This is an optimization exercise on Yosys and OpenROAD, whose aim is small area, not a production implementation. In this exercise RTL edits were held to simulation tests only and were not proved equivalent to the original. Power figures rest on the tool's default switching activity, not on a simulated workload.

### flow/config.mk
export PLATFORM = sky130hd
export DESIGN_NAME = camera_init
export DESIGN_NICKNAME = camera_init
export VERILOG_FILES = /design/flow/design.v
export SDC_FILE = /design/flow/constraint.sdc
export NUM_CORES = 4
export LEC_CHECK = 0
export ABC_AREA = 1
export CAP_MARGIN = 20
export CELL_PAD_IN_SITES_DETAIL_PLACEMENT = 1
export CORE_MARGIN = 2
export CORE_UTILIZATION = 30
export CTS_BUF_LIST = sky130_fd_sc_hd__clkbuf_2 sky130_fd_sc_hd__clkbuf_4
export SLEW_MARGIN = 20
### flow/constraint.sdc
create_clock -name core_clock -period 10.0 [get_ports {clk}]
set_input_delay 2.0000 -clock core_clock [delete_from_list [all_inputs] [get_ports {clk}]]
set_output_delay 2.0000 -clock core_clock [all_outputs]
set_load 0.01 [all_outputs]
### flow/design.v
module i2c_module(
	input clk,
	input reset_n,
	output sda_oe,
	input  sda_in,
	output sda,
	output scl,
	input  data_bit,         
	output [3:0] bit_sel,    
	input  last,             
	output inc,              
	output ready
);
reg [8:0] p;
reg [1:0] byte_r;
reg [3:0] slot;
reg ack;
wire ev     = &p;                                 
wire ev_ack = p[8] & ~p[7] & (&p[6:0]);           
wire ev_rdy = p[8] & ~p[7] & (p[6:0] == 7'd1);    
wire special = &byte_r;
wire s9 = slot[3] & slot[0];                      
wire s8 = slot[3] & ~slot[0];
wire is_k = s8 & ~special;
wire is_g = s9 & ~special;
wire is_i = special & (slot == 4'd7);
wire done = special & slot[3] & slot[1];           
wire lastbyte = byte_r[1] & ~byte_r[0];
assign inc = ev & is_g & lastbyte & ack;
assign bit_sel = {byte_r[1], slot[2:0]};
assign ready = done;
always @(posedge clk) begin
	if (!reset_n)
		p <= 9'd0;
	else
		p <= p + 9'd1;
end
always @(posedge clk) begin
	if (ev_ack && is_k)
		ack <= ~sda_in;
end
always @(posedge clk) begin
	if (!reset_n) begin
		byte_r <= 2'd3;
		slot <= 4'd8;
	end else if (is_i && ev_rdy && last) begin
		slot <= 4'd10;
	end else if (ev && !done) begin
		if (is_g && (!ack || lastbyte)) begin
			byte_r <= 2'd3;
			slot <= 4'd7;
		end else if (s9) begin
			byte_r <= byte_r + 2'd1;
			slot <= 4'd0;
		end else
			slot <= slot + 4'd1;
	end
end
wire cd = p[8] ^ p[7];
wire q3 = p[8] & p[7];
wire addr_bit = ~(slot[2] ^ slot[1]) & (slot[1] ^ slot[0]);    
assign sda_oe = ~is_k;
assign sda = s9 ? 1'b0 :
             special ? 1'b1 :
             (byte_r == 2'd0) ? addr_bit : data_bit;
assign scl = s9 ? (special ? ~q3 : ((q3 & (~ack | lastbyte)) | (cd & ack & lastbyte))) :
             special ? 1'b1 : cd;
endmodule
module camera_init (
	input clk,
	input reset_n,
	output ready,
	output wire sda_oe,
	output wire sda,
	input wire sda_in,
	output scl
);
reg [6:0] counter;    
wire [3:0] bit_sel;
wire inc;
wire [15:0] entry =
	counter == 7'd0 ? 16'h1280 :
	counter == 7'd1 ? 16'hfff0 :
	counter == 7'd2 ? 16'h1204 :
	counter == 7'd3 ? 16'h1180 :
	counter == 7'd4 ? 16'h0c00 :
	counter == 7'd5 ? 16'h3e00 :
	counter == 7'd6 ? 16'h0400 :
	counter == 7'd7 ? 16'h40d0 :
	counter == 7'd8 ? 16'h3a04 :
	counter == 7'd9 ? 16'h1418 :
	counter == 7'd10 ? 16'h4fb3 :
	counter == 7'd11 ? 16'h50b3 :
	counter == 7'd12 ? 16'h5100 :
	counter == 7'd13 ? 16'h523d :
	counter == 7'd14 ? 16'h53a7 :
	counter == 7'd15 ? 16'h54e4 :
	counter == 7'd16 ? 16'h589e :
	counter == 7'd17 ? 16'h3dc0 :
	counter == 7'd18 ? 16'h1714 :
	counter == 7'd19 ? 16'h1802 :
	counter == 7'd20 ? 16'h3280 :
	counter == 7'd21 ? 16'h1903 :
	counter == 7'd22 ? 16'h1a7b :
	counter == 7'd23 ? 16'h030a :
	counter == 7'd24 ? 16'h0f41 :
	counter == 7'd25 ? 16'h1e00 :
	counter == 7'd26 ? 16'h330b :
	counter == 7'd27 ? 16'h3c78 :
	counter == 7'd28 ? 16'h6900 :
	counter == 7'd29 ? 16'h7400 :
	counter == 7'd30 ? 16'hb084 :
	counter == 7'd31 ? 16'hb10c :
	counter == 7'd32 ? 16'hb20e :
	counter == 7'd33 ? 16'hb380 :
	counter == 7'd34 ? 16'h703a :
	counter == 7'd35 ? 16'h7135 :
	counter == 7'd36 ? 16'h7211 :
	counter == 7'd37 ? 16'h73f0 :
	counter == 7'd38 ? 16'ha202 :
	counter == 7'd39 ? 16'h7a20 :
	counter == 7'd40 ? 16'h7b10 :
	counter == 7'd41 ? 16'h7c1e :
	counter == 7'd42 ? 16'h7d35 :
	counter == 7'd43 ? 16'h7e5a :
	counter == 7'd44 ? 16'h7f69 :
	counter == 7'd45 ? 16'h8076 :
	counter == 7'd46 ? 16'h8180 :
	counter == 7'd47 ? 16'h8288 :
	counter == 7'd48 ? 16'h838f :
	counter == 7'd49 ? 16'h8496 :
	counter == 7'd50 ? 16'h85a3 :
	counter == 7'd51 ? 16'h86af :
	counter == 7'd52 ? 16'h87c4 :
	counter == 7'd53 ? 16'h88d7 :
	counter == 7'd54 ? 16'h89e8 :
	counter == 7'd55 ? 16'h0000 :
	counter == 7'd56 ? 16'h1000 :
	counter == 7'd57 ? 16'h0d40 :
	counter == 7'd58 ? 16'h1418 :
	counter == 7'd59 ? 16'ha505 :
	counter == 7'd60 ? 16'hab07 :
	counter == 7'd61 ? 16'h2495 :
	counter == 7'd62 ? 16'h2533 :
	counter == 7'd63 ? 16'h26e3 :
	counter == 7'd64 ? 16'h9f78 :
	counter == 7'd65 ? 16'ha068 :
	counter == 7'd66 ? 16'ha103 :
	counter == 7'd67 ? 16'ha6d8 :
	counter == 7'd68 ? 16'ha7d8 :
	counter == 7'd69 ? 16'ha8f0 :
	counter == 7'd70 ? 16'ha990 :
	counter == 7'd71 ? 16'haa94 :
	counter == 7'd72 ? 16'h13e5 :
	16'h0000;
wire data_bit = entry[~bit_sel];
wire last = counter[6] & counter[3] & counter[0];
i2c_module i2c_write_module(.clk(clk), .reset_n(reset_n), .sda_oe(sda_oe),
	.sda_in(sda_in), .sda(sda), .scl(scl), .data_bit(data_bit),
	.bit_sel(bit_sel), .last(last), .inc(inc), .ready(ready));
always @(posedge clk) begin
	if (!reset_n)
		counter <= 7'd0;
	else if (inc)
		counter <= counter + 7'd1;
end
endmodule
### flow/flow/run.sh
#!/bin/bash
# Layout flow: the standard synthesis, then the combinational logic of
# its netlist is re-mapped by ABC with an area-oriented script (the
# flip-flops are kept: same instances, names and cell types), then the standard flow's
# standard layout from floorplan to finish. Each tool writes its own log
# into the work folder.
set -euo pipefail
W=$PWD
R=$W/orfs/results/$FLOW_PLATFORM/camera_init/base
YOSYS=${YOSYS_EXE:-$FLOW_HOME/../tools/install/yosys/bin/yosys}

bash standard.sh synth > $W/log_1_standard_synth.log 2>&1

cp $R/1_2_yosys.v $W/standard_1_2_yosys.v
RS_LIB=$FLOW_HOME/platforms/$FLOW_PLATFORM/lib/sky130_fd_sc_hd__tt_025C_1v80.lib \
RS_IN=$W/standard_1_2_yosys.v RS_OUT=$W/resynth_1_2_yosys.v \
RS_SCRIPT=$W/flow/resynth.abc RS_TOP=$FLOW_TOP \
RS_STAT0=$W/resynth_stat_in.txt RS_STAT=$W/resynth_stat_out.txt \
RS_CONSTR=$W/flow/abc.constr \
  $YOSYS -c $W/flow/resynth.tcl > $W/log_2_resynth_yosys.log 2>&1
cp $W/resynth_1_2_yosys.v $R/1_2_yosys.v

bash standard.sh BUFFER_PORTS_ARGS="-buffer_cell sky130_fd_sc_hd__buf_1" finish > $W/log_3_standard_finish.log 2>&1
### flow/flow/abc.constr
set_driving_cell sky130_fd_sc_hd__buf_1
set_load 5
### flow/flow/resynth.abc
strash
&get -n
&deepsyn -T 120
&put
dch -f
amap
### flow/flow/resynth.tcl
# Re-map the combinational logic of the standard synthesis netlist with an
# area-oriented ABC script. Sequential cells (and tie cells) stay black
# boxes, so every flip-flop keeps its instance, name and cell type.
yosys -import
set lib $::env(RS_LIB)
read_liberty -ignore_miss_func $lib
foreach m {dfxtp_1 dfxtp_2 dfxtp_4 edfxtp_1 dfrtp_1 dfrtp_2 dfrtp_4 dfstp_1 dfstp_2 dfstp_4 dfxbp_1 dfxbp_2 dfrbp_1 dfrbp_2 dfbbn_1 dfbbp_1 dfsbp_1 dfsbp_2 edfxbp_1 conb_1} {
  catch { blackbox sky130_fd_sc_hd__$m }
}
read_verilog $::env(RS_IN)
hierarchy -top $::env(RS_TOP)
flatten
opt_clean -purge
tee -o $::env(RS_STAT0) stat -liberty $lib
set dont_use {}
foreach c {lpflow_bleeder_1 lpflow_clkbufkapwr_1 lpflow_clkbufkapwr_16 lpflow_clkbufkapwr_2 lpflow_clkbufkapwr_4 lpflow_clkbufkapwr_8 lpflow_clkinvkapwr_1 lpflow_clkinvkapwr_16 lpflow_clkinvkapwr_2 lpflow_clkinvkapwr_4 lpflow_clkinvkapwr_8 lpflow_decapkapwr_12 lpflow_decapkapwr_3 lpflow_decapkapwr_4 lpflow_decapkapwr_6 lpflow_decapkapwr_8 lpflow_inputiso0n_1 lpflow_inputiso0p_1 lpflow_inputiso1n_1 lpflow_inputiso1p_1 lpflow_inputisolatch_1 lpflow_isobufsrc_1 lpflow_isobufsrc_16 lpflow_isobufsrc_2 lpflow_isobufsrc_4 lpflow_isobufsrc_8 lpflow_isobufsrckapwr_16 lpflow_lsbuf_lh_hl_isowell_tap_1 lpflow_lsbuf_lh_hl_isowell_tap_2 lpflow_lsbuf_lh_hl_isowell_tap_4 lpflow_lsbuf_lh_isowell_4 lpflow_lsbuf_lh_isowell_tap_1 lpflow_lsbuf_lh_isowell_tap_2 lpflow_lsbuf_lh_isowell_tap_4 probe_p_8 probec_p_8} {
  lappend dont_use -dont_use sky130_fd_sc_hd__$c
}
abc -liberty $lib -script $::env(RS_SCRIPT) -constr $::env(RS_CONSTR) -D 10000 {*}$dont_use
opt_clean -purge
hilomap -singleton -hicell sky130_fd_sc_hd__conb_1 HI -locell sky130_fd_sc_hd__conb_1 LO
opt_clean -purge
# names left by flattening the library cells contain '.': make them private
yosys rename -hide w:*.*
read_liberty -lib -ignore_redef -ignore_miss_func $lib
tee -o $::env(RS_STAT) stat -liberty $lib
check -assert -mapped
write_verilog -noattr -nohex -nodec $::env(RS_OUT)
### flow/standard.sh
#!/bin/bash
# synth_recipe.tcl (not shown) runs the flow's synth.tcl, then flattens the netlist and writes it again
# the make line also repeats each setting of config.mk as NAME=value (left out here)
make -C /OpenROAD-flow-scripts/flow DESIGN_CONFIG=/design/flow/config.mk WORK_HOME=/design/flow/orfs CLKGATE_MAP_FILE= SYNTH_SCRIPT=/design/flow/synth_recipe.tcl "${@:-finish}"
==> summary.txt, run 1 <==
Outcome -> complete, no violations
ANT cells -> 0
Post-CTS Resized -> 0
Remaining antenna violation count after routing -> 0
CTS tree -> done
Rel. slew slack -> 38.6%
Worst-Margin Slew -> 914 ps
Critical setup path kind -> reg -> out
Clock latency (worst-skew pair) -> 310 ps
Row count -> 30
Clk buf depth -> 2
Mapped Cells -> 338
Layout cells sized above 1 -> 1.15%
Finished Layout Cells -> 428
Initial antenna violation count -> 0
Total global routing overflow -> 0
Tmin final -> 7070 ps
R2R Setup Slk -> 6960 ps
Vias in the first global route -> 2793
Port Buffers -> 6
HPWL Detailed -> 7.49 mm
H-tree Lvls -> 1
R2r endpoint -> counter[6]
Ys Warns -> 2
Peak supply drop -> 0.0839 mV
Top-Level Pins -> 7
Clock Sinks -> 23
# nets final -> 352
DRC Markers -> 0
Hold_sp -> i2c_write_module.p[0]
Hold_buf cts -> 0
Post-CTS setup buffers -> 0
Pwr dens -> 63.8 mW/mm2
CTS buffer count -> 3
Leakage power -> 0.695 nW
RSZ-0062 raised after global routing -> no
Final setup fails -> 0
# Max-Cap Violations -> 0
Detailed Route WL -> 9.35 mm
Mapped Avg Cell Area -> 6.05 um2
DR pass1 iterations -> 5
Hold EP -> i2c_write_module.p[0]
Post-Syn Area -> 0.00205 mm2
Syn_nets -> 341
Post-route cell area -> 0.00220 mm2
Worst Path Required -> 8000 ps
Clock transition at path regs -> 120 ps
Gpl congestion -> 1.06
Global-route wire length before repair -> 14.9 mm
Final hold vios -> 0
Worst setup SP type -> flip-flop
Post-DR wirelength/cell -> 21.8 um
Initial DRC count -> 270
Worst Setup End Kind -> output pin
Total negative setup slack -> 0 ps
Largest net degree at the start of global routing -> 15
Hold WC Path Type -> reg -> reg
Reg2Reg Launch Point -> i2c_write_module.p[0]
Part of the cycle the worst path needs -> 70.7%
Area Overhead vs Synth -> 7.34%
Avg Vias per Cell -> 6.56
Setup Skew -> 2.65 ps
Dpl cells -> 424
Fin. max-slew vios -> 0
Die height -> 86.6 um
Max Clk Rate -> 0.141 GHz
All-Layer GR Usage -> 25.7%
Max FO, Critical Path -> 11
Die ar. -> 0.00750 mm2
Initial Utilization -> 30.6%
Hold Path Cell Cnt -> 1
Clk Tree Root Cell -> clkbuf_4
R2R depth -> 13
Core ar. -> 0.00668 mm2
Vias -> 2806
Die X -> 86.6 um
Critical path data arrival time -> 5070 ps
Post-DP Area -> 0.00217 mm2
metrics by stage:
step	setup slack (ps)	hold slack [ps]	utilization, %	total power, mW
final	2930	468	32.9	0.140
after detailed placement	3470	439	32.5	0.0997
after global placement	3510	428	32.5	0.0993
after global routing	2500	492	32.9	0.146
after CTS	3060	469	32.9	0.142
after floorplan	4290	410	-	0.0980
report_power, final:
part | leakage (nW) | internal [mW] | total, mW | switching, mW
Combinational | 0.490 | 0.00107 | 0.00372 | 0.00265
Clock | 0.0177 | 0.0149 | 0.0426 | 0.0276
Sequential | 0.187 | 0.0931 | 0.0939 | 0.000783
Total | 0.695 | 0.109 | 0.140 | 0.0311
state kept, by name, indices dropped and copies added, names as in the netlist:
| signal | count |
|---|---|
| i2c_write_module.p | 9 |
| counter | 7 |
| i2c_write_module.slot | 4 |
| i2c_write_module.byte_r | 2 |
| i2c_write_module.ack | 1 |
critical path: stages, from the launching register on:
cell and delay, ps:
dfxtp_1 590, clkinv_1 400, nor2_1 440, nor2_1 140
o22ai_1 270, nand2_1 120, nor2_1 150, o21ai_0 190
o31ai_1 380, nor3_1 150, nand3_1 120, o21ai_0 160
a221oi_1 280, o31ai_1 130, or4_1 420, o21a_1 120
o32a_1 150, nor2_1 90, nor3_1 50, nand3b_1 150
nor2b_1 130, buf_1 130
final cells by class:
cell class	instances	area, um2
clock inverters	1	5.00
clock buffers	3	22.5
well taps	80	100
flip-flops and latches	23	470
repair buffers	6	22.5
fillers	916	4490
inverters	44	165
multi-input cells	271	1410
layer usage:
metal | vias up | part of all wire (%) | GRT usage (%)
met3 | 63 | 7.0 | 2.95
met5 | - | 0 | 0
met2 | 164 | 46 | 42.2
met1 | 1326 | 38 | 31.1
li1 | 1253 | - | -
met4 | 0 | 8.3 | 18.3
how the worst max path moves through the flow:
stage | start | to | slack, ps | cells past startpoint
6_report | counter[0] | sda | 2930 | 21
3_3_place_gp | counter[4] | sda | 3510 | 21
3_5_place_dp | counter[0] | sda | 3470 | 21
5_1_grt | counter[0] | sda | 2500 | 21
4_1_cts | counter[0] | sda | 3060 | 21
2_1_floorplan | counter[1] | sda | 4290 | 20
placed cells by master, fill, tap and decap left out, types with 9 or more instances in the layout:
| master | count |
|---|---|
| dfxtp_1 | 22 |
| nor3_1 | 27 |
| a21oi_1 | 16 |
| nand2_1 | 29 |
| nor2_1 | 88 |
| a31oi_1 | 9 |
| nand3_1 | 10 |
| o21ai_0 | 22 |
| clkinv_1 | 44 |
==> inputs of run 2 (changes only) <==
--- a/flow/config.mk
+++ b/flow/config.mk
@@ -11,4 +11,5 @@
 export CORE_MARGIN = 2
 export CORE_UTILIZATION = 30
-export CTS_BUF_LIST = sky130_fd_sc_hd__clkbuf_2 sky130_fd_sc_hd__clkbuf_4
+export CTS_BUF_LIST = sky130_fd_sc_hd__clkbuf_4
+export CTS_CLUSTER_SIZE = 8
 export SLEW_MARGIN = 20
==> run 2 against run 1 <==
Against the previous run: still clean; final area unchanged; critical path depth unchanged; clock power about the same; sequential cell count unchanged; maximum frequency unchanged; clock-buffer cell count unchanged; critical endpoint unchanged.
==> summary.txt, run 2 <==
Outcome -> complete, no violations
Post-DR wirelength/cell -> 21.8 um
Mapped Cells -> 338
Finished Layout Cells -> 428
Total negative setup slack -> 0 ps
ANT cells -> 0
Setup ws final -> 2930 ps
Initial Utilization -> 30.6%
Clk buf depth -> 2
Syn_nets -> 341
Die ar. -> 0.00750 mm2
Slowest stage delay, CP -> 590 ps
Clock Sinks -> 23
DR pass1 iterations -> 5
Biggest regs -> i2c_write_module.p x9, counter x7, i2c_write_module.slot x4
Hold_sp -> i2c_write_module.p[0]
Total global routing overflow -> 0
Post-Syn Area -> 0.00205 mm2
Switching part of the total -> 22.2%
Design Power -> 0.140 mW
Largest register by flop count -> i2c_write_module.p
Place WS -> 3470 ps
Initial DRC count -> 270
Hold Path Cell Cnt -> 1
Clk pwr share -> 30.4%
Worst setup SP type -> flip-flop
Worst Path Required -> 8000 ps
Most used cell, CP -> nor2_1
Vias in the first global route -> 2793
Final hold vios -> 0
Rel. slew slack -> 38.6%
Row count -> 30
Detailed Route WL -> 9.35 mm
Fin. max-slew vios -> 0
R2R depth -> 13
Comb power frac -> 2.7%
# nets final -> 352
Area Overhead vs Synth -> 7.34%
Tmin final -> 7070 ps
Vias -> 2806
Die X -> 86.6 um
Hold WC Path Type -> reg -> reg
Leakage power -> 0.695 nW
R2r endpoint -> counter[6]
Top-Level Pins -> 7
Hold_ws -> 468 ps
Layout cells sized above 1 -> 1.15%
Critical path data arrival time -> 5070 ps
Post-CTS Resized -> 0
H-tree Lvls -> 1
Max FO, Critical Path -> 11
Largest net degree at the start of global routing -> 15
Initial antenna violation count -> 0
Commonest non-fill, non-tap cell in the layout -> nor2_1
Port Buffers -> 6
CTS buffer count -> 3
Cell Int Power -> 0.109 mW
RSZ-0062 raised after global routing -> no
Clk Tree Root Cell -> clkbuf_4
Mapped Avg Cell Area -> 6.05 um2
Worst Setup End Kind -> output pin
Pwr dens -> 63.8 mW/mm2
Reg2Reg Launch Point -> i2c_write_module.p[0]
Worst-path cell chain -> clkinv_1 > nor2_1 > nor2_1 > o22ai_1 > nand2_1 > nor2_1 > o21ai_0 > o31ai_1 > nor3_1 > nand3_1 > o21ai_0 > a221oi_1 > o31ai_1 > or4_1 > o21a_1 > o32a_1 > nor2_1 > nor3_1 > nand3b_1 > nor2b_1 > buf_1
Dpl cells -> 424
DRC Markers -> 0
Final setup fails -> 0
Seq pwr share -> 67.0%
Number of flip-flops in the largest register -> 9
NetSw -> 0.0311 mW
Ys Warns -> 2
Global-route wire length before repair -> 14.9 mm
Crit path buffers/inverters -> 2
Max Clk Rate -> 0.141 GHz
Largest delay share family, worst path -> simple AND/OR/NAND/NOR gates
Hold EP -> i2c_write_module.p[0]
Clock transition at path regs -> 120 ps
R2R Setup Slk -> 6960 ps
CTS tree -> done
Remaining antenna violation count after routing -> 0
# Max-Cap Violations -> 0
Commonest non-fill, non-tap cells in the layout -> 88 x nor2_1, 44 x clkinv_1, 29 x nand2_1
Post-CTS setup buffers -> 0
All-Layer GR Usage -> 25.7%
Avg Vias per Cell -> 6.56
Hold_buf cts -> 0
Peak supply drop -> 0.0839 mV
Clock latency (worst-skew pair) -> 310 ps
Die height -> 86.6 um
Gpl congestion -> 1.06
Core ar. -> 0.00668 mm2
Worst-Margin Slew -> 914 ps
CP max stage cell -> dfxtp_1
Critical setup path kind -> reg -> out
Part of the cycle the worst path needs -> 70.7%
Setup Skew -> 2.65 ps
HPWL Detailed -> 7.49 mm
==> run 2: layout make-up <==
class	count	area (um2)
clock buffer	3	22.5
clock inverter	1	5.00
sequential	23	470
multi-input combinational	271	1410
timing repair buffer	6	22.5
inverter	44	165
tap	80	100
fill	916	4490
==> run 2: routing by layer <==
metal	vias up	track usage [%]	part of all wire [%]
met3	63	2.95	7.0
met2	164	42.2	46
met1	1326	31.1	38
met4	0	18.3	8.3
met5	-	0	0
li1	1253	-	-
==> run 2: per-stage QoR <==
step	utilization (%)	cell area, um2
3_3_place_gp	32.5	2170
5_1_grt	32.9	2200
2_1_floorplan	-	2050
6_report	32.9	2200
3_5_place_dp	32.5	2170
4_1_cts	32.9	2200
==> run 2: how the worst max path moves through the flow <==
stage | endpoint | startpoint | slack [ps] | cells past startpoint
2_1_floorplan | sda | counter[1] | 4290 | 20
3_3_place_gp | sda | counter[4] | 3510 | 21
3_5_place_dp | sda | counter[0] | 3470 | 21
4_1_cts | sda | counter[0] | 3060 | 21
5_1_grt | sda | counter[0] | 2500 | 21
6_report | sda | counter[0] | 2930 | 21
==> run 2: power groups by stage <==
stage	clock network [mW]	logic (mW)	registers, mW
finish	0.0426	0.00372	0.0939
global route	0.0475	0.00418	0.0941
CTS	0.0440	0.00375	0.0939
detailed placement	0	0.00375	0.0960
global placement	0	0.00342	0.0959
floorplan	0	0.00222	0.0957
==> inputs of run 3 (changes only) <==
--- a/flow/config.mk
+++ b/flow/config.mk
@@ -10,6 +10,5 @@
 export CELL_PAD_IN_SITES_DETAIL_PLACEMENT = 1
 export CORE_MARGIN = 2
-export CORE_UTILIZATION = 30
+export CORE_UTILIZATION = 60
 export CTS_BUF_LIST = sky130_fd_sc_hd__clkbuf_4
-export CTS_CLUSTER_SIZE = 8
 export SLEW_MARGIN = 20
==> run 3 against run 2 <==
Against the previous run: the run now fails in global routing; synthesized cell count unchanged; area after synthesis unchanged.
==> summary.txt, run 3 <==
Row count -> 21
Initial Utilization -> 61.8%
Die X -> 62.4 um
Port Buffers -> 6
Total global routing overflow -> 46
Post-CTS Resized -> 0
Failing step -> global routing
Ys Warns -> 2
All-Layer GR Usage -> 78.5%
Initial antenna violation count -> 2
Dpl cells -> 391
HPWL Detailed -> 8.31 mm
H-tree Lvls -> 1
Syn_nets -> 341
Die height -> 62.4 um
Outcome -> stopped before the end
CTS buffer count -> 3
Clk buf depth -> 2
Err -> [ERROR GRT-0232] Routing congestion too high. Check the congestion heatmap in the GUI.
Largest net degree at the start of global routing -> 15
Clk Tree Root Cell -> clkbuf_4
Mapped Cells -> 338
Post-CTS setup buffers -> 0
Post-Syn Area -> 0.00205 mm2
Mapped Avg Cell Area -> 6.05 um2
Gpl congestion -> 1.31
Top-Level Pins -> 7
Hold_buf cts -> 0
==> run 3: metal layers <==
metal | GRT overflow | global-route usage, %
met3 | 1 | 56.4
met4 | 32 | 83.6
met5 | 0 | 23.6
met2 | 13 | 95.8
met1 | 0 | 80.2
==> run 3: power by group through the flow <==
stage / clock network [mW] / logic, mW / registers (mW)
floorplan: 0 / 0.00222 / 0.0957
global placement: 0 / 0.00339 / 0.0959
detailed placement: 0 / 0.00385 / 0.0960
CTS: 0.0470 / 0.00410 / 0.0942
==> run 3: worst min path at each step <==
stage | start | endpoint | slack, ps | cells past startpoint
detailed placement | i2c_write_module.p[0] | i2c_write_module.p[0] | 450 | 1
floorplan | i2c_write_module.p[0] | i2c_write_module.p[0] | 410 | 1
global placement | i2c_write_module.p[0] | i2c_write_module.p[0] | 420 | 1
CTS | i2c_write_module.p[0] | i2c_write_module.p[0] | 490 | 1
==> run 3: metrics by stage <==
step	hold WS, ps	instance area [um2]	power (mW)	setup slack [ps]
2_1_floorplan	410	2050	0.0980	4290
3_3_place_gp	423	2130	0.0993	3660
3_5_place_dp	454	2130	0.0999	3240
4_1_cts	489	2160	0.145	2420
==> inputs of run 4 (changes only) <==
--- a/flow/config.mk
+++ b/flow/config.mk
@@ -10,5 +10,5 @@
 export CELL_PAD_IN_SITES_DETAIL_PLACEMENT = 1
 export CORE_MARGIN = 2
-export CORE_UTILIZATION = 60
+export CORE_UTILIZATION = 40
 export CTS_BUF_LIST = sky130_fd_sc_hd__clkbuf_4
 export SLEW_MARGIN = 20
==> run 4 against run 3 <==
Against the previous run: the run now finishes clean; synthesized cell count did not move; area after synthesis is the same.
==> summary.txt, run 4 <==
Outcome -> complete, no violations
Avg Vias per Cell -> 6.81
CTS buffer count -> 3
Worst Setup End Kind -> output pin
Number of flip-flops in the largest register -> 9
Layout cells sized above 1 -> 1.43%
R2r endpoint -> counter[6]
Hold EP -> i2c_write_module.p[0]
Worst Path Required -> 8000 ps
Clock Sinks -> 23
Final hold vios -> 0
Place WS -> 3340 ps
Total negative setup slack -> 0 ps
Remaining antenna violation count after routing -> 0
# Max-Cap Violations -> 0
HPWL Detailed -> 8.10 mm
R2R Setup Slk -> 6710 ps
Leakage power -> 0.701 nW
Largest register by flop count -> i2c_write_module.p
Total global routing overflow -> 0
RSZ-0062 raised after global routing -> no
Clk Tree Root Cell -> clkbuf_4
Row count -> 26
All-Layer GR Usage -> 37.5%
Setup ws final -> 2720 ps
Pwr dens -> 64.9 mW/mm2
Vias in the first global route -> 2954
Top-Level Pins -> 7
Core ar. -> 0.00501 mm2
Commonest non-fill, non-tap cell in the layout -> nor2_1
# nets final -> 353
Initial Utilization -> 40.8%
Clk buf depth -> 2
Fillers -> 697
Hold WC Path Type -> reg -> reg
Detailed Route WL -> 10.1 mm
Rel. slew slack -> 41.4%
CP max stage cell -> dfxtp_1
Peak supply drop -> 0.0952 mV
Hold_buf cts -> 0
Worst-path cell chain -> clkinv_1 > nor2_1 > nor2_1 > o22ai_1 > nand2_1 > nor2_1 > o21ai_0 > o31ai_1 > nor3_1 > nand3_1 > o21ai_0 > a221oi_1 > o31ai_1 > or4_1 > o21a_1 > o32a_1 > nor2_1 > nor3_1 > nand3b_1 > nor2b_1 > buf_1
Largest delay share family, worst path -> simple AND/OR/NAND/NOR gates
Die height -> 75.5 um
Tmin final -> 7280 ps
Port Buffers -> 6
Post-DR wirelength/cell -> 24.1 um
Worst Setup SP -> counter[1]
ANT cells -> 0
Part of the cycle the worst path needs -> 72.8%
R2R depth -> 13
Slowest stage delay, CP -> 600 ps
Max FO, Critical Path -> 12
Crit path buffers/inverters -> 2
Global-route wire length before repair -> 15.7 mm
Design Power -> 0.142 mW
Mapped Avg Cell Area -> 6.05 um2
DRC Markers -> 0
CTS tree -> done
Final Util -> 43.8%
Clock transition at path regs -> 120 ps
Clock latency (worst-skew pair) -> 310 ps
Die X -> 75.5 um
Dpl cells -> 415
Initial antenna violation count -> 0
Hold Path Cell Cnt -> 1
H-tree Lvls -> 1
Hold_sp -> i2c_write_module.p[0]
Gpl congestion -> 1.07
Reg2Reg Launch Point -> i2c_write_module.p[0]
Die ar. -> 0.00570 mm2
Final setup fails -> 0
Ys Warns -> 2
Setup Skew -> 2.66 ps
Worst setup SP type -> flip-flop
Biggest regs -> i2c_write_module.p x9, counter x7, i2c_write_module.slot x4
Initial DRC count -> 340
Post-Syn Area -> 0.00205 mm2
Post-CTS setup buffers -> 0
Vias -> 2853
Most used cell, CP -> nor2_1
Worst-Margin Slew -> 872 ps
Commonest non-fill, non-tap cells in the layout -> 88 x nor2_1, 44 x clkinv_1, 29 x nand2_1
Post-CTS Resized -> 0
Area Overhead vs Synth -> 7.22%
Largest net degree at the start of global routing -> 15
Mapped Cells -> 338
Critical path data arrival time -> 5280 ps
Syn_nets -> 341
Max Clk Rate -> 0.137 GHz
Finished Layout Cells -> 419
DR pass1 iterations -> 5
Fin. max-slew vios -> 0
Critical setup path kind -> reg -> out
-- run 4: per-stage QoR --
stage               hold slack [ps]  area (um2)
floorplan                       410        2050
global placement                426        2160
detailed placement              438        2160
CTS                             469        2190
global route                    509        2190
finish                          464        2190
-- run 4: worst max-delay path by stage --
stage / to / slack (ps) / cells past startpoint
after floorplan: sda / 4290 / 20
after global placement: sda / 3460 / 21
after detailed placement: sda / 3340 / 21
after CTS: sda / 3000 / 21
after global routing: sda / 2300 / 21
final: sda / 2720 / 21
-- run 4: worst reg2reg max path, stage by stage, from the launching register on --
cell and delay, ps:
dfxtp_1 390, clkinv_1 110, nor2b_1 210, and3_1 260
and3_1 250, nand2_1 120, nor2_1 260, nand2_1 180
or3_1 390, nor2_1 270, nand3_1 150, nor2_1 190
a21oi_1 140, a32o_1 270
-- run 4: final cells by class --
| class | instances | area [um2] | area share [%] |
|---|---|---|---|
| Timing Repair Buffer | 7 | 30.0 | 1.37 |
| Multi-Input combinational cell | 271 | 1410 | 64.3 |
| Inverter | 44 | 165 | 7.53 |
| Tap cell | 70 | 87.6 | 3.99 |
| Clock buffer | 4 | 30.0 | 1.37 |
| Sequential cell | 23 | 470 | 21.4 |
-- run 4: metal layers --
metal  up-vias  wire (um)  part of all wire (%)  GRT usage, %
met1      1316       3540                    35          43.1
li1       1251          -                     -             -
met2       213       4690                    46          61.3
met5         -          0                     0             0
met4         0        910                   9.0          31.6
met3        73        941                   9.3          5.03
-- run 4: where the power goes --
group	switching [mW]	internal (mW)	total [mW]	leakage, nW
combinational	0.00273	0.00107	0.00380	0.496
clock	0.0264	0.0183	0.0447	0.0184
sequential	0.000804	0.0931	0.0939	0.187
==> inputs of run 5 (changes only) <==
--- a/flow/config.mk
+++ b/flow/config.mk
@@ -10,5 +10,6 @@
 export CELL_PAD_IN_SITES_DETAIL_PLACEMENT = 1
 export CORE_MARGIN = 2
-export CORE_UTILIZATION = 40
+export CORE_UTILIZATION = 30
 export CTS_BUF_LIST = sky130_fd_sc_hd__clkbuf_4
+export CTS_CLUSTER_DIAMETER = 20
 export SLEW_MARGIN = 20
==> run 5 against run 4 <==
Against the previous run: still clean on timing, DRC and antenna; final cell count rose by 2.1%; via count fell by 1.6%; clock power fell by 4.7%; power fell by 1.6%; sequential share of layout area barely moved; combinational power fell by 2%; final area rose by 0.11%; synthesized cell count did not move; setup slack improved by 210 ps; critical path type unchanged; largest cell class unchanged; largest power group unchanged.
==> summary.txt, run 5 <==
Outcome -> complete, no violations
Number of flip-flops in the largest register -> 9
Detailed Route WL -> 9.35 mm
Post-route cell area -> 0.00220 mm2
Setup ws final -> 2930 ps
Max FO, Critical Path -> 11
Post-DP Area -> 0.00217 mm2
CTS tree -> done
Total global routing overflow -> 0
Worst Setup End Kind -> output pin
Pwr dens -> 63.8 mW/mm2
Worst setup SP type -> flip-flop
# nets final -> 352
Top-Level Pins -> 7
Part of the cycle the worst path needs -> 70.7%
Biggest regs -> i2c_write_module.p x9, counter x7, i2c_write_module.slot x4
Global-route wire length before repair -> 14.9 mm
# Max-Cap Violations -> 0
Tmin final -> 7070 ps
Finished Layout Cells -> 428
Gpl congestion -> 1.06
Initial Utilization -> 30.6%
Die height -> 86.6 um
Vias in the first global route -> 2793
Critical setup path kind -> reg -> out
HPWL Detailed -> 7.49 mm
Clock latency (worst-skew pair) -> 310 ps
Place WS -> 3470 ps
Hold_buf cts -> 0
Die X -> 86.6 um
RSZ-0062 raised after global routing -> no
Ys Warns -> 2
Post-CTS Resized -> 0
Peak supply drop -> 0.0839 mV
Commonest non-fill, non-tap cells in the layout -> 88 x nor2_1, 44 x clkinv_1, 29 x nand2_1
Area Overhead vs Synth -> 7.34%
Avg Vias per Cell -> 6.56
Syn_nets -> 341
Final hold vios -> 0
DRC Markers -> 0
Hold_ws -> 468 ps
All-Layer GR Usage -> 25.7%
Worst-Margin Slew -> 914 ps
Mapped Cells -> 338
Initial DRC count -> 270
H-tree Lvls -> 1
Rel. slew slack -> 38.6%
Total negative setup slack -> 0 ps
Clk buf depth -> 2
Post-CTS setup buffers -> 0
Row count -> 30
Clk Tree Root Cell -> clkbuf_4
Die ar. -> 0.00750 mm2
Core ar. -> 0.00668 mm2
Remaining antenna violation count after routing -> 0
Initial antenna violation count -> 0
ANT cells -> 0
Layout cells sized above 1 -> 1.15%
Hold WC Path Type -> reg -> reg
Largest register by flop count -> i2c_write_module.p
Port Buffers -> 6
Largest net degree at the start of global routing -> 15
Post-Syn Area -> 0.00205 mm2
Critical path data arrival time -> 5070 ps
Clock transition at path regs -> 120 ps
Post-DR wirelength/cell -> 21.8 um
Setup Skew -> 2.65 ps
Mapped Avg Cell Area -> 6.05 um2
Dpl cells -> 424
Final setup fails -> 0
Leakage power -> 0.695 nW
Worst Path Required -> 8000 ps
CTS buffer count -> 3
Vias -> 2806
Max Clk Rate -> 0.141 GHz
DR pass1 iterations -> 5
Commonest non-fill, non-tap cell in the layout -> nor2_1
Fin. max-slew vios -> 0
Clock Sinks -> 23
run 5: changes by cell type in the layout (fill, tap and decap cells not counted):
cell,change
buf_4,-1
clkbuf_4,-1
clkinv_2,+1
run 5: path summary, 6_finish.rpt:
| path | end | slack [ps] | start | cells after the start |
|---|---|---|---|---|
| max | sda | 2930 | counter[0] | 21 |
| min | i2c_write_module.p[0] | 470 | i2c_write_module.p[0] | 1 |
| max reg2reg | counter[6] | 6960 | i2c_write_module.p[0] | 13 |
| min reg2reg | i2c_write_module.p[0] | 470 | i2c_write_module.p[0] | 1 |
run 5: layout make-up:
class	count	area, um2
Fill cell	916	4490
Multi-Input combinational cell	271	1410
Sequential cell	23	470
Inverter	44	165
Tap cell	80	100
Clock buffer	3	22.5
Timing Repair Buffer	6	22.5
Clock inverter	1	5.00
run 5: metal layers:
metal | share of wire (%) | routed length (um) | vias up | GRT usage [%]
met5 | 0 | 0 | - | 0
met4 | 8.3 | 779 | 0 | 18.3
met3 | 7.0 | 652 | 63 | 2.95
met2 | 46 | 4330 | 164 | 42.2
met1 | 38 | 3580 | 1326 | 31.1
li1 | - | - | 1253 | -
run 5: metrics by stage:
step	total power, mW	utilization (%)
2_1_floorplan	0.0980	-
3_3_place_gp	0.0993	32.5
3_5_place_dp	0.0997	32.5
4_1_cts	0.142	32.9
5_1_grt	0.146	32.9
6_report	0.140	32.9
run 5: power breakdown:
part / internal, mW / switching [mW] / leakage (nW) / total [mW]
Combinational: 0.00107 / 0.00265 / 0.490 / 0.00372
Sequential: 0.0931 / 0.000783 / 0.187 / 0.0939
Clock: 0.0149 / 0.0276 / 0.0177 / 0.0426
Total: 0.109 / 0.0311 / 0.695 / 0.140
run 5: worst max-delay path: stages (launching register included):
cell      delay, ps
dfxtp_1         590
clkinv_1        400
nor2_1          440
nor2_1          140
o22ai_1         270
nand2_1         120
nor2_1          150
o21ai_0         190
o31ai_1         380
nor3_1          150
nand3_1         120
o21ai_0         160
a221oi_1        280
o31ai_1         130
or4_1           420
o21a_1          120
o32a_1          150
nor2_1           90
nor3_1           50
nand3b_1        150
nor2b_1         130
buf_1           130
==> inputs of run 6 (changes only) <==
--- a/flow/config.mk
+++ b/flow/config.mk
@@ -11,5 +11,4 @@
 export CORE_MARGIN = 2
 export CORE_UTILIZATION = 30
-export CTS_BUF_LIST = sky130_fd_sc_hd__clkbuf_4
-export CTS_CLUSTER_DIAMETER = 20
+export CTS_BUF_LIST = sky130_fd_sc_hd__clkbuf_2 sky130_fd_sc_hd__clkbuf_8
 export SLEW_MARGIN = 20
==> run 6 against run 5 <==
Against the previous run: still clean; non-clock buffer count stayed put; wire length increased by 0.76%; maximum frequency rose by 0.32%; critical path depth unchanged; final cell count unchanged; synthesized cell count unchanged; die area stayed put; sequential share of layout area fell by 0.18 points; power grew 9.9%; critical path type unchanged; largest power group unchanged.
==> summary.txt, run 6 <==
Die X -> 86.6 um
All-Layer GR Usage -> 25.7%
Commonest non-fill, non-tap cell in the layout -> nor2_1
Total global routing overflow -> 0
Avg Vias per Cell -> 6.48
CP max stage cell -> dfxtp_1
Clk Tree Root Cell -> clkbuf_8
Fin. max-slew vios -> 0
Initial Utilization -> 30.6%
Worst Path Required -> 8000 ps
R2R Setup Slk -> 6950 ps
Dpl cells -> 424
Number of flip-flops in the largest register -> 9
Fillers -> 918
Outcome -> complete, no violations
Critical setup path kind -> reg -> out
Final setup fails -> 0
Post-CTS Resized -> 0
Slowest stage delay, CP -> 560 ps
Total negative setup slack -> 0 ps
Initial antenna violation count -> 0
Detailed Route WL -> 9.42 mm
Pwr dens -> 69.5 mW/mm2
Post-route cell area -> 0.00221 mm2
CTS tree -> done
Reg2Reg Launch Point -> i2c_write_module.p[0]
Hold EP -> i2c_write_module.p[0]
Place WS -> 3470 ps
Ys Warns -> 2
Final hold vios -> 0
Max FO, Critical Path -> 11
Part of the cycle the worst path needs -> 70.5%
Most used cell, CP -> nor2_1
Largest register by flop count -> i2c_write_module.p
DRC Markers -> 0
Design Power -> 0.154 mW
# Max-Cap Violations -> 0
Finished Layout Cells -> 428
Die ar. -> 0.00750 mm2
Setup ws final -> 2950 ps
Core ar. -> 0.00668 mm2
Largest net degree at the start of global routing -> 15
Vias -> 2775
R2r endpoint -> counter[6]
Biggest regs -> i2c_write_module.p x9, counter x7, i2c_write_module.slot x4
Clock Sinks -> 23
Syn_nets -> 341
Critical path data arrival time -> 5050 ps
Clk buf depth -> 2
Hold_sp -> i2c_write_module.p[0]
Mapped Avg Cell Area -> 6.05 um2
Commonest non-fill, non-tap cells in the layout -> 88 x nor2_1, 44 x clkinv_1, 29 x nand2_1
Post-DP Area -> 0.00217 mm2
Gpl congestion -> 1.06
Global-route wire length before repair -> 14.9 mm
Row count -> 30
Hold_buf cts -> 0
Initial DRC count -> 263
Hold WC Path Type -> reg -> reg
Setup Skew -> 2.11 ps
Clock latency (worst-skew pair) -> 260 ps
Post-DR wirelength/cell -> 22.0 um
CTS buffer count -> 3
DR pass1 iterations -> 5
H-tree Lvls -> 1
Mapped Cells -> 338
# nets final -> 352
Leakage power -> 0.703 nW
Clock transition at path regs -> 80 ps
Worst setup SP type -> flip-flop
Vias in the first global route -> 2775
Max Clk Rate -> 0.142 GHz
Hold Path Cell Cnt -> 1
Post-CTS setup buffers -> 0
Top-Level Pins -> 7
Worst-Margin Slew -> 872 ps
Post-Syn Area -> 0.00205 mm2
R2R depth -> 13
Port Buffers -> 6
Crit path buffers/inverters -> 2
Tmin final -> 7050 ps
Rel. slew slack -> 41.4%
RSZ-0062 raised after global routing -> no
Largest delay share family, worst path -> simple AND/OR/NAND/NOR gates
Worst Setup End Kind -> output pin
Remaining antenna violation count after routing -> 0
Area Overhead vs Synth -> 8.26%
ANT cells -> 0
Worst-path cell chain -> clkinv_1 > nor2_1 > nor2_1 > o22ai_1 > nand2_1 > nor2_1 > o21ai_0 > o31ai_1 > nor3_1 > nand3_1 > o21ai_0 > a221oi_1 > o31ai_1 > or4_1 > o21a_1 > o32a_1 > nor2_1 > nor3_1 > nand3b_1 > nor2b_1 > buf_1
Die height -> 86.6 um
HPWL Detailed -> 7.49 mm
Layout cells sized above 1 -> 1.15%
Peak supply drop -> 0.0898 mV
## run 6: cell types whose count changed in the layout (fill, tap and decap cells not counted)
cell      before  now
clkbuf_4       3    0
clkbuf_8       0    3
## run 6: area by class of cell
| type | count | area (um2) | share of cell area (%) |
|---|---|---|---|
| Clock buffer | 3 | 41.3 | 1.86 |
| Clock inverter | 1 | 5.00 | 0.226 |
| Inverter | 44 | 165 | 7.46 |
| Multi-Input combinational cell | 271 | 1410 | 63.7 |
| Sequential cell | 23 | 470 | 21.2 |
| Tap cell | 80 | 100 | 4.52 |
| Timing Repair Buffer | 6 | 22.5 | 1.02 |
## run 6: report_power, final
part           total (mW)  switching, mW  internal, mW  leakage [nW]
registers          0.0938       0.000783        0.0930         0.187
logic             0.00371        0.00264       0.00107         0.490
clock network      0.0565         0.0288        0.0278        0.0255
total               0.154         0.0322         0.122         0.703
## run 6: worst register-to-register path: stages, from the launching register on
cell	delay [ps]
dfxtp_1	370
clkinv_1	90
nor2b_1	210
and3_1	270
and3_1	230
nand2_1	110
nor2_1	210
nand2_1	140
or3_1	380
nor2_1	230
nand3_1	140
nor2_1	180
a21oi_1	120
a32o_1	250
## run 6: how the worst max path moves through the flow
stage               startpoint  endpoint  cells past startpoint  slack, ps
floorplan           counter[1]       sda                     20       4290
global placement    counter[4]       sda                     21       3510
detailed placement  counter[0]       sda                     21       3470
CTS                 counter[0]       sda                     21       3130
global route        counter[0]       sda                     21       2570
finish              counter[0]       sda                     21       2950
## run 6: routing by layer
layer | vias up | GRT usage (%) | part of all wire, %
met5 | - | 0 | 0
met4 | 0 | 18.6 | 8.1
met3 | 61 | 2.57 | 6.7
met2 | 169 | 42.2 | 46
met1 | 1299 | 31.2 | 39
li1 | 1246 | - | -
## run 6: through the flow
step	hold slack, ps	util [%]
5_1_grt	484	33.1
3_3_place_gp	428	32.5
6_report	458	33.1
4_1_cts	458	33.1
2_1_floorplan	410	-
3_5_place_dp	439	32.5
==> inputs of run 7 (changes only) <==
--- a/flow/config.mk
+++ b/flow/config.mk
@@ -11,4 +11,4 @@
 export CORE_MARGIN = 2
 export CORE_UTILIZATION = 30
-export CTS_BUF_LIST = sky130_fd_sc_hd__clkbuf_2 sky130_fd_sc_hd__clkbuf_8
+export CTS_BUF_LIST = sky130_fd_sc_hd__clkbuf_4 sky130_fd_sc_hd__clkbuf_8
 export SLEW_MARGIN = 20
==> run 7 against run 6 <==
Against the previous run: still clean on timing, DRC and antenna; hold slack is the same; die area is the same; sequential share of layout area is the same; power is the same; first-iteration DRC count is the same; final cell count is the same; register-to-register slack is essentially flat; global-route usage is the same; critical path depth is the same; maximum frequency is the same; combinational power is essentially flat; area after synthesis is the same; critical endpoint unchanged; largest power group unchanged.
==> summary.txt, run 7 <==
Hold_sp -> i2c_write_module.p[0]
Part of the cycle the worst path needs -> 70.5%
R2R Setup Slk -> 6950 ps
Initial DRC count -> 263
Crit path buffers/inverters -> 2
Final Util -> 33.1%
Total global routing overflow -> 0
Core ar. -> 0.00668 mm2
DR pass1 iterations -> 5
Post-route cell area -> 0.00221 mm2
Critical setup path kind -> reg -> out
Area Overhead vs Synth -> 8.26%
Avg Vias per Cell -> 6.48
Critical path data arrival time -> 5050 ps
Clock transition at path regs -> 80 ps
Clk pwr share -> 36.7%
R2r endpoint -> counter[6]
Critical Path Stages -> 21
Setup ws final -> 2950 ps
CP max stage cell -> dfxtp_1
Outcome -> complete, no violations
Post-Syn Area -> 0.00205 mm2
Cell Int Power -> 0.122 mW
Clk buf depth -> 2
Worst Setup End Kind -> output pin
Die ar. -> 0.00750 mm2
DRC Markers -> 0
Worst Setup SP -> counter[0]
Remaining antenna violation count after routing -> 0
Global-route wire length before repair -> 14.9 mm
Die height -> 86.6 um
Switching part of the total -> 20.9%
Vias -> 2775
NetSw -> 0.0322 mW
Die X -> 86.6 um
Worst Path Required -> 8000 ps
Clock latency (worst-skew pair) -> 260 ps
ANT cells -> 0
H-tree Lvls -> 1
Fillers -> 918
Slowest stage delay, CP -> 560 ps
Detailed Route WL -> 9.42 mm
CTS tree -> done
Leakage power -> 0.703 nW
Top-Level Pins -> 7
Initial Utilization -> 30.6%
Area of the multi-input gates -> 0.00141 mm2
# Max-Cap Violations -> 0
R2R depth -> 13
Worst-Margin Slew -> 872 ps
Rel. slew slack -> 41.4%
Post-DR wirelength/cell -> 22.0 um
Commonest non-fill, non-tap cell in the layout -> nor2_1
Commonest non-fill, non-tap cells in the layout -> 88 x nor2_1, 44 x clkinv_1, 29 x nand2_1
Worst setup SP type -> flip-flop
Max FO, Critical Path -> 11
Place WS -> 3470 ps
Vias in the first global route -> 2775
Most used cell, CP -> nor2_1
Pwr dens -> 69.5 mW/mm2
RSZ-0062 raised after global routing -> no
Clock Sinks -> 23
Clk Tree Root Cell -> clkbuf_8
Setup Skew -> 2.11 ps
# nets final -> 352
Hold_buf cts -> 0
Hold WC Path Type -> reg -> reg
Largest delay share family, worst path -> simple AND/OR/NAND/NOR gates
Worst setup endpoint -> sda
Number of flip-flops in the largest register -> 9
Initial antenna violation count -> 0
Biggest regs -> i2c_write_module.p x9, counter x7, i2c_write_module.slot x4
Final hold vios -> 0
Layout cells sized above 1 -> 1.15%
Max Clk Rate -> 0.142 GHz
HPWL Detailed -> 7.49 mm
Comb power frac -> 2.4%
Worst-path cell chain -> clkinv_1 > nor2_1 > nor2_1 > o22ai_1 > nand2_1 > nor2_1 > o21ai_0 > o31ai_1 > nor3_1 > nand3_1 > o21ai_0 > a221oi_1 > o31ai_1 > or4_1 > o21a_1 > o32a_1 > nor2_1 > nor3_1 > nand3b_1 > nor2b_1 > buf_1
Peak supply drop -> 0.0898 mV
Port Buffers -> 6
All-Layer GR Usage -> 25.7%
Fin. max-slew vios -> 0
Tmin final -> 7050 ps
Mapped Avg Cell Area -> 6.05 um2
Total negative setup slack -> 0 ps
Post-CTS setup buffers -> 0
Seq pwr share -> 60.9%
Largest net degree at the start of global routing -> 15
Syn_nets -> 341
Row count -> 30
Mapped Cells -> 338
Post-DP Area -> 0.00217 mm2
Ys Warns -> 2
Reg2Reg Launch Point -> i2c_write_module.p[0]
Gpl congestion -> 1.06
Largest register by flop count -> i2c_write_module.p
FF/Latch Area -> 470 um2
Final setup fails -> 0
CTS buffer count -> 3
Post-CTS Resized -> 0
Design Power -> 0.154 mW
-- run 7: per-stage QoR --
| stage | hold WS (ps) | std cells |
|---|---|---|
| 2_1_floorplan | 410 | 338 |
| 3_3_place_gp | 428 | 424 |
| 3_5_place_dp | 439 | 424 |
| 4_1_cts | 458 | 428 |
| 5_1_grt | 484 | 428 |
| 6_report | 458 | 428 |
-- run 7: layout make-up --
type,instances,area share (%)
Timing Repair Buffer,6,1.02
Tap cell,80,4.52
Clock inverter,1,0.226
Inverter,44,7.46
Sequential cell,23,21.2
Multi-Input combinational cell,271,63.7
Clock buffer,3,1.86
-- run 7: worst min path at each step --
stage                                       end  cells after the start  slack [ps]
after floorplan           i2c_write_module.p[0]                      1         410
after global placement    i2c_write_module.p[0]                      1         430
after detailed placement  i2c_write_module.p[0]                      1         440
after CTS                 i2c_write_module.p[0]                      1         460
after global routing      i2c_write_module.p[0]                      1         480
final                     i2c_write_module.p[0]                      1         460
-- run 7: routing by layer --
| layer | track usage (%) | part of all wire [%] |
|---|---|---|
| met5 | 0 | 0 |
| met4 | 18.6 | 8.1 |
| met3 | 2.57 | 6.7 |
| met2 | 42.2 | 46 |
| met1 | 31.2 | 39 |
-- run 7: power groups by stage --
stage / sequential [mW] / clock, mW / combinational, mW
3_3_place_gp: 0.0959 / 0 / 0.00342
3_5_place_dp: 0.0960 / 0 / 0.00375
5_1_grt: 0.0939 / 0.0626 / 0.00422
6_report: 0.0938 / 0.0565 / 0.00371
4_1_cts: 0.0938 / 0.0582 / 0.00378
2_1_floorplan: 0.0957 / 0 / 0.00222
==> inputs of run 8 (changes only) <==
--- a/flow/flow/run.sh
+++ b/flow/flow/run.sh
@@ -21,3 +21,3 @@
 cp $W/resynth_1_2_yosys.v $R/1_2_yosys.v
 
-bash standard.sh BUFFER_PORTS_ARGS="-buffer_cell sky130_fd_sc_hd__buf_1" finish > $W/log_3_standard_finish.log 2>&1
+bash standard.sh finish > $W/log_3_standard_finish.log 2>&1
--- a/flow/config.mk
+++ b/flow/config.mk
@@ -11,4 +11,3 @@
 export CORE_MARGIN = 2
 export CORE_UTILIZATION = 30
-export CTS_BUF_LIST = sky130_fd_sc_hd__clkbuf_4 sky130_fd_sc_hd__clkbuf_8
 export SLEW_MARGIN = 20
==> run 8 against run 7 <==
Against the previous run: global-route usage increased by 1.7 points; setup slack got worse by 580 ps; final cell count increased by 0.23%; largest cell class unchanged; largest power group unchanged.
==> summary.txt, run 8 <==
Place WS -> 2910 ps
Peak supply drop -> 0.0652 mV
Most used cell, CP -> nor2_1
Met3 Wirelength -> 660 um
Commonest non-fill, non-tap cells in the layout -> 88 x nor2_1, 44 x clkinv_1, 29 x nand2_1
Gpl congestion -> 1.01
Mapped Cells -> 338
Hold_ws -> 452 ps
Worst Setup End Kind -> output pin
ANT cells -> 0
Layout cells sized above 1 -> 1.43%
Hold WC Path Type -> reg -> reg
# Max-Cap Violations -> 0
Avg Vias per Cell -> 6.40
Vias in the first global route -> 2816
Finished Layout Cells -> 429
Total global routing overflow -> 0
Initial DRC count -> 208
Worst Path Required -> 8000 ps
Clock transition at path regs -> 90 ps
Global-route wire length before repair -> 15.5 mm
Part of the cycle the worst path needs -> 76.3%
Largest register by flop count -> i2c_write_module.p
CTS buffer count -> 3
Post-DR wirelength/cell -> 23.4 um
CP max stage cell -> dfxtp_1
Worst-Margin Slew -> 924 ps
Tmin final -> 7630 ps
Die ar. -> 0.00750 mm2
Post-CTS Resized -> 0
Leakage power -> 0.726 nW
Highest routed layer -> met4
Top-Level Pins -> 7
Hold_buf cts -> 0
H-tree Lvls -> 1
Mapped Avg Cell Area -> 6.05 um2
Max FO, Critical Path -> 12
Slowest stage delay, CP -> 590 ps
Row count -> 30
HPWL Detailed -> 8.17 mm
Commonest non-fill, non-tap cell in the layout -> nor2_1
Final hold vios -> 0
Outcome -> complete, no violations
CTS tree -> done
Clk Tree Root Cell -> clkbuf_8
Setup Skew -> 6.44 ps
DRC Markers -> 0
Die X -> 86.6 um
Worst-path cell chain -> clkinv_1 > nor2_1 > nor2_1 > o22ai_1 > nand2_1 > nor2_1 > o21ai_0 > o31ai_1 > nor3_1 > nand3_1 > o21ai_0 > a221oi_1 > o31ai_1 > or4_1 > o21a_1 > o32a_1 > nor2_1 > nor3_1 > nand3b_1 > nor2b_1 > clkdlybuf4s50_1
Dpl cells -> 425
Port Buffers -> 6
Critical setup path kind -> reg -> out
Biggest regs -> i2c_write_module.p x9, counter x7, i2c_write_module.slot x4
Largest net degree at the start of global routing -> 15
Detailed Route WL -> 10.0 mm
Clock Sinks -> 23
Die height -> 86.6 um
Initial Utilization -> 30.6%
Max Clk Rate -> 0.131 GHz
Post-CTS setup buffers -> 0
Met2 Wirelength -> 4.74 mm
RSZ-0062 raised after global routing -> no
Post-Syn Area -> 0.00205 mm2
Syn_nets -> 341
Final setup fails -> 0
Clock latency (worst-skew pair) -> 270 ps
Number of flip-flops in the largest register -> 9
Initial antenna violation count -> 0
All-Layer GR Usage -> 27.4%
Fin. max-slew vios -> 0
Fillers -> 911
DR pass1 iterations -> 5
Area Overhead vs Synth -> 10.5%
Setup ws final -> 2370 ps
Post-Route M1 WL -> 3.85 mm
Remaining antenna violation count after routing -> 0
# nets final -> 353
Core ar. -> 0.00668 mm2
Ys Warns -> 2
Rel. slew slack -> 37.9%
Total negative setup slack -> 0 ps
Worst setup SP type -> flip-flop
Critical path data arrival time -> 5630 ps
Clk buf depth -> 2
Vias -> 2747
Pwr dens -> 70.3 mW/mm2
## run 8: power by group
| group | leakage [nW] | switching (mW) | internal [mW] |
|---|---|---|---|
| clock network | 0.0260 | 0.0326 | 0.0284 |
| logic | 0.513 | 0.00253 | 0.00158 |
| registers | 0.187 | 0.000809 | 0.0930 |
| total | 0.726 | 0.0360 | 0.123 |
## run 8: metal layers
metal | GRT usage, % | vias to the layer above
met5 | 0 | -
met2 | 47.2 | 157
met1 | 31.9 | 1299
li1 | - | 1236
met4 | 18.3 | 0
met3 | 3.05 | 55
## run 8: critical path: cells and delay by family, from the launching register on
family	cells	cell delay (ps)
simple gates	11	2070
compound gates	8	1770
buf+inv	2	930
flops	1	590
## run 8: area by class of cell
type	count	area (um2)	area share, %
multi-input combinational	271	1410	62.4
clock buffer	3	41.3	1.83
inverter	44	165	7.30
timing repair buffer	7	67.6	2.99
clock inverter	1	6.26	0.277
sequential	23	470	20.8
tap	80	100	4.43
## run 8: final timing paths
path	from	to	slack, ps	cells past startpoint
worst max-delay path	counter[1]	sda	2370	21
worst min-delay path	i2c_write_module.p[0]	i2c_write_module.p[0]	450	1
worst max register to register	i2c_write_module.p[0]	counter[6]	6930	13
worst min register to register	i2c_write_module.p[0]	i2c_write_module.p[0]	450	1
## run 8: stage by stage
stage | power, mW | cell area [um2] | utilization [%]
6_report | 0.159 | 2260 | 33.8
5_1_grt | 0.165 | 2260 | 33.8
4_1_cts | 0.161 | 2260 | 33.8
3_5_place_dp | 0.100 | 2210 | 33.1
3_3_place_gp | 0.100 | 2210 | 33.1
2_1_floorplan | 0.0980 | 2050 | -
==> inputs of run 9 (changes only) <==
--- a/flow/design.v
+++ b/flow/design.v
@@ -12,30 +12,42 @@
 	output ready
 );
-reg [8:0] p;
+localparam [6:0] POL = 7'b0101010;
+localparam [6:0] LFSR_T = 7'b1111111;    
+localparam [6:0] LFSR_R = 7'b1111110;    
+localparam [6:0] LFSR_1 = 7'b1111100;    
+reg [6:0] m;
+reg [1:0] q;
 reg [1:0] byte_r;
 reg [3:0] slot;
 reg ack;
-wire ev     = &p;                                 
-wire ev_ack = p[8] & ~p[7] & (&p[6:0]);           
-wire ev_rdy = p[8] & ~p[7] & (p[6:0] == 7'd1);    
-wire special = &byte_r;
-wire s9 = slot[3] & slot[0];                      
-wire s8 = slot[3] & ~slot[0];
+wire [6:0] lfsr = m ^ POL;
+wire fb = lfsr[6] ^ lfsr[5] ^ (lfsr[5:0] == 6'd0);
+wire q_end = (lfsr == LFSR_T);
+wire ev     = q_end & q[1] & q[0];                
+wire ev_ack = q_end & q[1] & ~q[0];               
+wire ev_rdy = (lfsr == LFSR_1) & q[1] & ~q[0];    
+wire special  = byte_r[1] & byte_r[0];
+wire lastbyte = byte_r[1] & ~byte_r[0];
+wire s9   = slot[3] & slot[0];                    
+wire s8   = slot[3] & ~slot[0];                   
 wire is_k = s8 & ~special;
 wire is_g = s9 & ~special;
-wire is_i = special & (slot == 4'd7);
-wire done = special & slot[3] & slot[1];           
-wire lastbyte = byte_r[1] & ~byte_r[0];
-assign inc = ev & is_g & lastbyte & ack;
+wire is_i = special & ~slot[3];
+wire done = special & slot[3] & slot[1];
+assign inc = ev & s9 & lastbyte & ack;
 assign bit_sel = {byte_r[1], slot[2:0]};
 assign ready = done;
 always @(posedge clk) begin
-	if (!reset_n)
-		p <= 9'd0;
-	else
-		p <= p + 9'd1;
+	if (!reset_n) begin
+		m <= LFSR_R ^ POL;
+		q <= 2'd0;
+	end else begin
+		m <= {lfsr[5:0], fb} ^ POL;
+		if (q_end)
+			q <= q + 2'd1;
+	end
 end
 always @(posedge clk) begin
-	if (ev_ack && is_k)
+	if (ev_ack && s8)
 		ack <= ~sda_in;
 end
@@ -54,9 +66,9 @@
 			slot <= 4'd0;
 		end else
-			slot <= slot + 4'd1;
+			slot <= {slot[3] | (&slot[2:0]), slot[2] ^ (&slot[1:0]), slot[1] ^ slot[0], ~slot[0]};
 	end
 end
-wire cd = p[8] ^ p[7];
-wire q3 = p[8] & p[7];
+wire cd = q[1] ^ q[0];
+wire q3 = q[1] & q[0];
 wire addr_bit = ~(slot[2] ^ slot[1]) & (slot[1] ^ slot[0]);    
 assign sda_oe = ~is_k;
==> flow/flow/run.sh (replaced) <==
#!/bin/bash
# Layout flow: the standard synthesis, then the combinational logic of
# its netlist is re-mapped by ABC with an area-oriented script (the
# flip-flops are kept: same instances, names and cell types), then the standard flow's
# standard layout from floorplan to finish. The re-mapping is run with a few
# random seeds in parallel and the smallest result is used. Each tool
# writes its own log into the work folder.
set -euo pipefail
W=$PWD
R=$W/orfs/results/$FLOW_PLATFORM/camera_init/base
YOSYS=${YOSYS_EXE:-$FLOW_HOME/../tools/install/yosys/bin/yosys}
LIB=$FLOW_HOME/platforms/$FLOW_PLATFORM/lib/sky130_fd_sc_hd__tt_025C_1v80.lib

bash standard.sh synth > $W/log_1_standard_synth.log 2>&1
cp $R/1_2_yosys.v $W/standard_1_2_yosys.v

SEEDS="1 2 3 4"
for s in $SEEDS; do
  printf 'strash\n&get -n\n&deepsyn -T 120 -S %s\n&put\ndch -f\namap -F 3 -A 10\n' $s > $W/resynth_$s.abc
  RS_LIB=$LIB RS_IN=$W/standard_1_2_yosys.v RS_OUT=$W/resynth_$s.v \
  RS_SCRIPT=$W/resynth_$s.abc RS_TOP=$FLOW_TOP \
  RS_STAT0=$W/resynth_stat_in.txt RS_STAT=$W/resynth_stat_$s.txt \
  RS_CONSTR=$W/flow/abc.constr \
    $YOSYS -c $W/flow/resynth.tcl > $W/log_2_resynth_yosys_$s.log 2>&1 &
done
wait
best=""; best_area=""
for s in $SEEDS; do
  a=$(awk '/Chip area/ {print $NF}' $W/resynth_stat_$s.txt 2>/dev/null || true)
  if [[ -n "$a" ]] && { [[ -z "$best" ]] || awk -v a="$a" -v b="$best_area" 'BEGIN {exit !(a < b)}'; }; then
    best=$s; best_area=$a
  fi
done
echo "resynth: seed $best, area $best_area" > $W/resynth_choice.txt
cp $W/resynth_$best.v $R/1_2_yosys.v

bash standard.sh BUFFER_PORTS_ARGS="-buffer_cell sky130_fd_sc_hd__buf_1" finish > $W/log_3_standard_finish.log 2>&1
--- a/flow/config.mk
+++ b/flow/config.mk
@@ -11,3 +11,4 @@
 export CORE_MARGIN = 2
 export CORE_UTILIZATION = 30
+export CTS_BUF_LIST = sky130_fd_sc_hd__clkbuf_4 sky130_fd_sc_hd__clkbuf_8
 export SLEW_MARGIN = 20
removed: flow/flow/resynth.abc
==> run 9 against run 8 <==
Against the previous run: final cell count down 1.6%; still clean; highest routed layer unchanged; first-iteration DRC count is 90% higher; sequential power about the same.
==> summary.txt, run 9 <==
Final hold vios -> 0
Initial Utilization -> 31.4%
Worst Path Required -> 8000 ps
Avg Vias per Cell -> 6.58
Vias in the first global route -> 2732
CTS tree -> done
Hold_buf cts -> 0
# Max-Cap Violations -> 0
Commonest non-fill, non-tap cell in the layout -> nor2_1
Post-Syn Area -> 0.00203 mm2
Critical path data arrival time -> 4790 ps
Met3 Wirelength -> 752 um
Global-route wire length before repair -> 14.2 mm
Most used cell, CP -> nor2_1
Finished Layout Cells -> 422
Part of the cycle the worst path needs -> 67.9%
H-tree Lvls -> 1
Clock transition at path regs -> 80 ps
Remaining antenna violation count after routing -> 0
# nets final -> 349
Mapped Cells -> 335
Critical setup path kind -> reg -> out
Slowest stage delay, CP -> 730 ps
Commonest non-fill, non-tap cells in the layout -> 90 x nor2_1, 50 x clkinv_1, 30 x o21ai_0
Clock Sinks -> 23
CP max stage cell -> a211oi_1
Largest net degree at the start of global routing -> 20
Biggest regs -> counter x7, i2c_write_module.m x7, i2c_write_module.slot x4
DRC Markers -> 0
RSZ-0062 raised after global routing -> no
Pwr dens -> 72.2 mW/mm2
Port Buffers -> 6
Area Overhead vs Synth -> 8.20%
DR pass1 iterations -> 5
Worst-Margin Slew -> 816 ps
Die height -> 86.3 um
Initial antenna violation count -> 0
Total global routing overflow -> 0
Post-CTS setup buffers -> 0
Total negative setup slack -> 0 ps
Peak supply drop -> 0.0909 mV
Rel. slew slack -> 45.3%
Gpl congestion -> 1.15
Final setup fails -> 0
CTS buffer count -> 3
Highest routed layer -> met4
Worst-path cell chain -> clkinv_1 > nor2_1 > nor2_1 > clkinv_1 > o21ai_0 > a211oi_1 > nor2_1 > nor2_1 > clkinv_1 > o21ai_0 > a41oi_1 > a311oi_1 > a21oi_1 > nor2_1 > nor2_1 > nor3_1 > nor2_1 > buf_1
Clk buf depth -> 2
Design Power -> 0.159 mW
Syn_nets -> 338
All-Layer GR Usage -> 24.2%
Max Clk Rate -> 0.147 GHz
Top-Level Pins -> 7
Vias -> 2778
Core ar. -> 0.00646 mm2
Layout cells sized above 1 -> 1.16%
Setup Skew -> 3.72 ps
Initial DRC count -> 396
Outcome -> complete, no violations
Dpl cells -> 418
HPWL Detailed -> 7.03 mm
Clock latency (worst-skew pair) -> 270 ps
Met2 Wirelength -> 3.95 mm
Die ar. -> 0.00744 mm2
Post-DR wirelength/cell -> 20.9 um
Tmin final -> 6790 ps
Ys Warns -> 2
Worst setup SP type -> flip-flop
ANT cells -> 0
Clk Tree Root Cell -> clkbuf_8
Fin. max-slew vios -> 0
Worst Setup End Kind -> output pin
Max FO, Critical Path -> 14
Leakage power -> 0.666 nW
Fillers -> 879
Row count -> 29
Detailed Route WL -> 8.83 mm
Post-CTS Resized -> 0
Mapped Avg Cell Area -> 6.06 um2
Hold WC Path Type -> reg -> reg
Post-Route M1 WL -> 3.67 mm
Die X -> 86.3 um
[run 9: path summary, 6_finish.rpt]
kind / start / end / slack [ps] / cells after the start
setup / recovery: counter[1] / sda / 3210 / 18
hold / removal: i2c_write_module.m[3] / i2c_write_module.m[4] / 410 / 1
setup reg to reg: i2c_write_module.slot[0] / counter[6] / 6620 / 16
hold reg to reg: i2c_write_module.m[3] / i2c_write_module.m[4] / 410 / 1
[run 9: critical path, delay by kind of cell, from the launching register on]
kind | cells | cell delay [ps]
AOI/OAI and AO/OA | 6 | 1640
buffers and inverters | 4 | 910
DFF | 1 | 550
and+or+nand+nor | 8 | 1440
[run 9: where the power goes]
group | total, mW | internal, mW | switching (mW)
clock network | 0.0604 | 0.0284 | 0.0320
logic | 0.00435 | 0.00134 | 0.00301
registers | 0.0937 | 0.0931 | 0.000666
total | 0.159 | 0.123 | 0.0357
[run 9: final cells by class]
type | instances | area (um2) | share of cell area [%]
Sequential cell | 23 | 470 | 21.4
Multi-Input combinational cell | 262 | 1370 | 62.5
Clock inverter | 1 | 6.26 | 0.285
Tap cell | 77 | 96.3 | 4.39
Inverter | 50 | 188 | 8.55
Clock buffer | 3 | 41.3 | 1.88
Timing Repair Buffer | 6 | 22.5 | 1.03
[run 9: per-layer routing]
layer,GRT usage [%],vias up
li1,-,1237
met1,31.9,1299
met2,39.3,184
met3,3.43,58
met4,10.8,0
met5,0,-
[run 9: per-stage QoR]
step                      hold slack, ps  area (um2)  util [%]  worst slack [ps]
after floorplan                      369        2030         -              4810
after global placement               377        2150      33.3              3600
after detailed placement             383        2150      33.3              3730
after CTS                            406        2200      34.0              3400
after global routing                 419        2200      34.0              2800
final                                407        2200      34.0              3210

==> static timing again, ports no longer ideal <==
Ports are ideal in the flow. The routed layouts listed here were re-timed in OpenROAD.
Step 1, drivers: a clkbuf_16 drives clk and a buf_2 each remaining input, both assumed.
Step 2 moves the port delays by t, midway between the first and last clock arrival at a register: inputs arrive t later, outputs are due t later. That takes back most of the time a late clock gives input paths.
Slacks: ideal ports / drivers / drivers and shift; pairs: ideal ports / drivers.
run	t (ns)	slack for setup (ns)	slew at the worst register clock pin (ns)	worst data-port slew with drivers (ns)	pins driven straight from the clock port
run 1	0.328	2.928 / 2.905 / 3.233	0.12 / 0.12	0.03	1
run 2	0.328	2.928 / 2.905 / 3.233	0.12 / 0.12	0.03	1
run 4	0.329	2.719 / 2.695 / 3.024	0.12 / 0.12	0.03	1
run 5	0.328	2.928 / 2.905 / 3.233	0.12 / 0.12	0.03	1
run 6	0.285	2.950 / 2.925 / 3.210	0.08 / 0.08	0.03	1
run 7	0.285	2.950 / 2.925 / 3.210	0.08 / 0.08	0.03	1
run 8	0.291	2.373 / 2.348 / 2.640	0.09 / 0.09	0.03	1
run 9	0.291	3.205 / 3.181 / 3.472	0.09 / 0.09	0.03	1
After both steps every run listed still meets setup and hold.
